From an optimization exercise on the open Yosys and OpenROAD flow, aimed at small area and a short achievable clock period; shortcuts taken in it are not production practice. No functional check of the RTL was part of any run shown here.

## flow/design.v (module list and top-level ports; edited modules follow where they fit)
// module cordic: 1760 lines
module cordic #(
    parameter data_width = 16,
    parameter iterations = 15
    )(
    input clk,
    input reset_n,
    input logic signed [data_width-1:0] angle,
    input logic signed [data_width-1:0] x_i,
    input logic signed [data_width-1:0] y_i,
    output logic signed [data_width-1:0] cos,
    output logic signed [data_width-1:0] sin,
    input valid_in,
    output logic valid_out
    );
  // ...
==> flow/flow/run.sh <==
#!/bin/bash
# Standard ORFS layout with two synthesis changes: no full/half adder cell extraction
# (ADDER_MAP_FILE empty) and ABC mapping with flow/abc.script. Everything else, including
# the register mapping, flattening and renaming of synth_recipe.tcl, is unchanged.
set -euo pipefail
W=$PWD
sed "s|log_cmd abc {\*}\$abc_args|log_cmd abc {*}[lreplace \$abc_args 1 1 $W/flow/abc.script]|" \
    "$FLOW_HOME/scripts/synth.tcl" > "$W/synth_abc.tcl"
grep -q "flow/abc.script" "$W/synth_abc.tcl"
sed "s|source \$::env(SCRIPTS_DIR)/synth.tcl|source $W/synth_abc.tcl|" "$W/synth_recipe.tcl" > "$W/my_synth.tcl"
grep -q "synth_abc.tcl" "$W/my_synth.tcl"
bash standard.sh ADDER_MAP_FILE= SYNTH_SCRIPT="$W/my_synth.tcl" finish > "$W/make_finish.log" 2>&1
==> flow/flow/abc.script <==
strash
dch
amap
topo
stime -c
buffer -c
upsize -c
dnsize -c
==> flow/standard.sh <==
#!/bin/bash
# synth_recipe.tcl (not shown) runs the flow's synth.tcl, then flattens the netlist and writes it again
# the make line also repeats each setting of config.mk as NAME=value (left out here)
make -C /OpenROAD-flow-scripts/flow DESIGN_CONFIG=/design/flow/config.mk WORK_HOME=/design/flow/orfs CLKGATE_MAP_FILE= SYNTH_SCRIPT=/design/flow/synth_recipe.tcl "${@:-finish}"
==> flow/config.mk <==
export PLATFORM = sky130hd
export DESIGN_NAME = cordic
export DESIGN_NICKNAME = cordic
export VERILOG_FILES = /design/flow/design.v
export SDC_FILE = /design/flow/constraint.sdc
export NUM_CORES = 4
export LEC_CHECK = 0
export ABC_AREA = 1
export CAP_MARGIN = 20
export CORE_MARGIN = 2
export CORE_UTILIZATION = 40
export SETUP_SLACK_MARGIN = 2.0
export SLEW_MARGIN = 20
==> flow/constraint.sdc <==
create_clock -name core_clock -period 4.0 [get_ports {clk}]
set_input_delay 0.8000 -clock core_clock [delete_from_list [all_inputs] [get_ports {clk}]]
set_output_delay 0.8000 -clock core_clock [all_outputs]
set_load 0.01 [all_outputs]
==> flow_metrics.env, run 1 <==
export IMPL_use_met1=0.2582
export IMPL_dieArea_sq_um=80510
export IMPL_grt_pass1_vias=32829
export IMPL_cts_buffers=77
export IMPL_synth_seq_cells=667
export IMPL_wl_met1_mm=43.01
export IMPL_critPathLaunchType="flip-flop"
export IMPL_min_path_cells=0
export IMPL_syn_area_per_cell_sq_um=7.142
export IMPL_topRoutingLayerUsed="met5"
export IMPL_n_fill_cell=5495
export IMPL_finalCriticalPeriod_ps=3597
export IMPL_worst_path_buf_inv=4
export IMPL_grt_max_degree=29
export IMPL_outcome="complete, no violations"
export IMPL_final_common_cell="nand2_1"
export IMPL_cp_cell_sequence="clkinv_8 -> buf_4 -> o21ai_1 -> o21ai_0 -> nor3_2 -> a211oi_2 -> o31ai_4 -> nand3b_1 -> nand3_4 -> clkinv_4 -> buf_6 -> o22ai_4 -> nand2_1 -> o21ai_1"
export IMPL_slowest_delay_ps=650
export IMPL_cts_setup_buffers=744
export IMPL_multi_input_area_share=0.4401
export IMPL_synth_simple_area_share=0.2076
export IMPL_final_cell_count_no_fill=6619
export IMPL_grt_overflow_total=0
export IMPL_vias=36151
export IMPL_dp_cells=5452
export IMPL_r2r_worst_path_cells=14
export IMPL_dr_pass1_iters=8
export IMPL_wirelength_mm=114.7
export IMPL_dominant_cells="multi-input gates"
==> run 2, diff against run 1 <==
--- a/flow/design.v
+++ b/flow/design.v
@@ -14,34 +14,33 @@
     );
     logic [15:0] vp;
     always_ff @(posedge clk or negedge reset_n)
         if (!reset_n) vp <= '0;
         else vp <= {vp[14:0], valid_in};
     assign valid_out = vp[15];
     logic [15:0] a_r, x_r, y_r;
     always_ff @(posedge clk) begin a_r <= angle; x_r <= x_i; y_r <= y_i; end
-    logic [15:0] s0, d0, e0, n0;
-    assign s0 = x_r + y_r;
-    assign d0 = x_r - y_r;
-    assign e0 = y_r - x_r;
-    assign n0 = ~x_r + ~y_r + 16'd2;
+    logic nxx, nxy, nyx, nyy;
+    assign nxx = a_r[15] ^ a_r[14];
+    assign nxy = ~(a_r[15] & a_r[14]);
+    assign nyx = a_r[15] & a_r[14];
+    assign nyy = a_r[15] ^ a_r[14];
+    logic [15:0] my_i;
+    assign my_i = -y_r;
+    logic [15:0] x1n, y1n;
+    assign x1n = (x_r ^ {16{nxx}}) + (nxy ? my_i : y_r) + {15'd0, nxx};
+    assign y1n = (x_r ^ {16{nyx}}) + (y_r ^ {16{nyy}}) + {15'd0, nyx | nyy};
     logic [14:0] zop, zc;
     always_comb case (a_r[15:14])
         2'b00: begin zop = a_r[14:0]; zc = -15'sd12867; end
         2'b01: begin zop = {1'b0, a_r[13:0]}; zc = -15'sd12867; end
         2'b10: begin zop = {1'b1, a_r[13:0]}; zc = 15'sd12867; end
         default: begin zop = ~a_r[14:0]; zc = -15'sd12866; end
     endcase
-    logic [15:0] x1n, y1n;
-    always_comb case (a_r[15:14])
-        2'b00: begin x1n = d0; y1n = s0; end
-        2'b11: begin x1n = s0; y1n = e0; end
-        default: begin x1n = n0; y1n = d0; end
-    endcase
     logic [14:0] z1n;
     assign z1n = zop + zc;
     logic signed [15:0] x1, y1;
     logic signed [14:0] z1;
     always_ff @(posedge clk) begin x1 <= x1n; y1 <= y1n; z1 <= z1n[14:0]; end
     logic sx1;
     always_ff @(posedge clk) sx1 <= ~z1n[14];
     logic [15:0] xo1, yo1;
==> flow/flow/run.sh (replaced) <==
#!/bin/bash
# Standard ORFS layout with three changes: synthesis does not extract full/half adder cells
# (ADDER_MAP_FILE empty), so ABC maps all arithmetic to plain gates; every port still gets
# its own buffer, but a sky130_fd_sc_hd__buf_2 rather than the delay cell the default picks;
# and clock tree synthesis inserts no dummy loads and uses the settings in flow/cts_args.
set -euo pipefail
CTS_EXTRA=$(cat flow/cts_args)
bash standard.sh ADDER_MAP_FILE= \
  "BUFFER_PORTS_ARGS=-buffer_cell sky130_fd_sc_hd__buf_2" \
  "CTS_ARGS=-sink_clustering_enable -repair_clock_nets -dont_use_dummy_load $CTS_EXTRA" \
  finish > make_finish.log 2>&1
==> flow/flow/cts_args (new file) <==
-sink_clustering_size 30 -sink_clustering_max_diameter 120
==> flow/config.mk (replaced) <==
export PLATFORM = sky130hd
export DESIGN_NAME = cordic
export DESIGN_NICKNAME = cordic
export VERILOG_FILES = /design/flow/design.v
export SDC_FILE = /design/flow/constraint.sdc
export NUM_CORES = 4
export LEC_CHECK = 0
export ABC_AREA = 1
export CAP_MARGIN = 20
export CORE_MARGIN = 2
export CORE_UTILIZATION = 40
export SETUP_SLACK_MARGIN = 1.8
export SLEW_MARGIN = 20
removed: flow/flow/abc.script
==> run 2 against run 1 <==
Net effect:
- clock skew up 11 ps
- count of clock-buffer cells in the layout is 85 lower
- non-clock buffer count down 906
- via count shrank 13%
- global-route usage is 7.0 points lower
- worst setup slack better by 1400 ps
- synthesized cell count is 24% higher
- cell count increased by 2.5%
- critical path depth stayed put
==> flow_metrics.env, run 2 <==
export IMPL_fin_skew_ps=45.74
export IMPL_grt_overflow_total=0
export IMPL_vias_per_cell=4.658
export IMPL_ys_types=54
export IMPL_hold_slack_ps=34.51
export IMPL_crit_path_end_kind="flip-flop"
export IMPL_fin_crit_sh=0.5575
export IMPL_area_growth_pct=13.81
export IMPL_slowest_delay_ps=510
export IMPL_drv_cap=0
export IMPL_grt_use_total=0.1636
export IMPL_hold_violations=0
export IMPL_numPortBuffers=83
export IMPL_grt_pass1_wl_mm=130.8
export IMPL_antenna_found_initial=0
export IMPL_cp_data_required_time_ps=4460
export IMPL_clk_path_buf_depth=3
export IMPL_die_w_um=307.2
export IMPL_yosys_warnings=1
export IMPL_drc=0
export IMPL_vias=31606
export IMPL_yosysSeqAreaShare=0.3658
export IMPL_wirelength_mm=81.88
export IMPL_slew_headroom=0.6051
export IMPL_fp_coreArea_sq_um=91390
export IMPL_fp_dieH_um=307.2
export IMPL_synth_cells=5418
export IMPL_synth_area_leaders="dfxtp_1 35%, nand2_1 17%, xor2_1 9.8%"
export IMPL_worst_path_buf_inv=2
export IMPL_cp_cell_sequence="inv_8 -> nand2_8 -> nand2_8 -> xor2_2 -> or2_1 -> nand2_2 -> inv_2 -> nand2_4 -> o21a_1 -> nor2_1 -> nor2_1 -> nand2_1 -> nand2_1 -> nand2_1"
export IMPL_worstSetupPathType="flip-flop to flip-flop"
export IMPL_clkTransAtPathRegs_ps=110
export IMPL_io_pins=84
export IMPL_synth_top_cell_area_share=0.3550
export IMPL_cts_tree="yes"
export IMPL_clock_sinks=668
export IMPL_drive_gt1_frac=0.1339
export IMPL_path_depth=14
export IMPL_cp_top_family="simple AND/OR/NAND/NOR gates"
export IMPL_drt_iter0_drc=1601
export IMPL_synth_ff_type="dfxtp_1"
export IMPL_yosysTopAreaCell="dfxtp_1"
export IMPL_async_flop_share=0.02395
export IMPL_syn_area_per_cell_sq_um=6.787
export IMPL_synth_edf_count=0
export IMPL_hold_class="primary input to asynchronous set/reset pin"
export IMPL_worstMarginPinSlew_ps=586.2
export IMPL_nNetsFinal=5653
export IMPL_grt_max_degree=31
export IMPL_dp_hpwl_mm=62.54
export IMPL_layout_setup_ws_ps=1770
export IMPL_cp_arrival_ps=2690
export IMPL_synth_nets=5469
export IMPL_place_congestion=0.8517
export IMPL_synth_seq_cells=668
export IMPL_crit_top_cell="nand2_1"
export IMPL_synthesis_area_sq_um=36770
export IMPL_r2r_worst_path_cells=14
export IMPL_antennaDiodeCount=0
export IMPL_rsz0062_at_grt="true"
export IMPL_fin_util=0.4580
export IMPL_dieArea_sq_um=94370
export IMPL_cpMaxStageDelayCell="dfxtp_4"
export IMPL_grt_pass1_vias=28611
export IMPL_cts_hold_buf=0
export IMPL_outcome="complete, no violations"
export IMPL_start_util=0.4024
export IMPL_htree_levels=1
export IMPL_synthTopCellsByCount="1643 x nand2_1, 776 x inv_1, 652 x dfxtp_1, 491 x nor2_1, 413 x xor2_1"
export IMPL_dp_slack_ps=1222
export IMPL_dr_pass1_iters=5
export IMPL_max_freq_mhz=448.4
export IMPL_finalCriticalPeriod_ps=2230
export IMPL_final_cell_mix="1532 x nand2_1, 757 x inv_1, 608 x dfxtp_1, 444 x nor2_1, 394 x xor2_1"
export IMPL_cts_root_buffer="clkbuf_16"
export IMPL_cts_buffers=28
export IMPL_placementRows=111
export IMPL_critPathLaunchType="flip-flop"
export IMPL_finalSetupViolCount=0
export IMPL_drv_slew=0
export IMPL_crit_fanout=8
export IMPL_yosysMostFrequentCell="nand2_1"
export IMPL_final_common_cell="nand2_1"
export IMPL_wl_per_cell_um=12.07
export IMPL_antenna_left=0
export IMPL_fin_tns_setup_ps=0
export IMPL_insertion_delay_ps=610
run 2: per-layer routing:
metal	GRT usage	vias up	wire length [um]
met5	0	-	0
met4	0.03687	0	1691
met3	0.01507	97	2604
met2	0.3029	395	40160
met1	0.2040	14166	37420
li1	-	16948	-
run 2: logic make-up (layout without fill, tap and decap cells):
group | after synthesis | count (layout) | synth area share
compound gates | 429 | 430 | 0.06431
xor+xnor | 647 | 647 | 0.1545
buf+inv | 847 | 1019 | 0.09108
simple gates | 2827 | 2836 | 0.3243
flops | 668 | 668 | 0.3658
run 2: area by class of cell:
cell class | instances | area, sq um
clock buffers | 28 | 700.7
fillers | 9224 | 49530
inverters | 789 | 3002
multi-input cells | 3913 | 21530
flip-flops and latches | 668 | 13560
well taps | 1186 | 1484
repair buffers | 201 | 1570
repair inverters | 1 | 8.758
run 2: stage by stage:
stage               std cells  instance area [sq um]
global placement         6637                  38340
finish                   6786                  41850
floorplan                5418                  36770
detailed placement       6637                  38340
CTS                      6681                  39570
global route             6786                  41850
run 2: worst paths after layout:
check,startpoint,end,slack [ps]
max reg2reg,a_r[15],y1[14],1770
max,a_r[15],y1[14],1770
min,reset_n,vp[0],30
min reg2reg,z11[2],z12[2],330
max in group asynchronous,reset_n,vp[2],3720
min in group core_clock,valid_in,vp[0],260
run 2: repair_timing:
action,in CTS,in global routing
gates cloned,5,9
endpoints found under the setup margin,234,242
buffers inserted,11,96
resized for setup,108,396
hold endpoints to repair,0,0
pin swaps,9,98

re-timing with driven ports:
How much do the figures lean on ideal ports? The routed layouts below were timed once more, with nothing changed but the port constraints.
Step 1 sets driving cells, clkbuf_16 on the clock port and buf_2 on the other inputs (assumed; they add their load-dependent delay and slew).
Step 2 times the ports against the registers' clock, not the clock port: input delays grow and output delays shrink by t, the midpoint of the rising clock arrivals with the driver on.
a / b / c = ideal ports / drivers / drivers and shift; a / b = the first two.
run	shift t [ns]	slack for setup (ns)	hold WS [ns]	worst setup path at the end	clock arrival spread, ns	worst data-port slew with drivers (ns)
run 1	0.716	0.403 / 0.403 / 0.403	0.313 / 0.313 / 0.313	register to register	0.035 / 0.035	0.05
run 2	0.660	1.770 / 1.770 / 1.770	0.035 / -0.002 / 0.330	register to register	0.077 / 0.078	0.04
After both steps setup and hold are still met in every run listed.
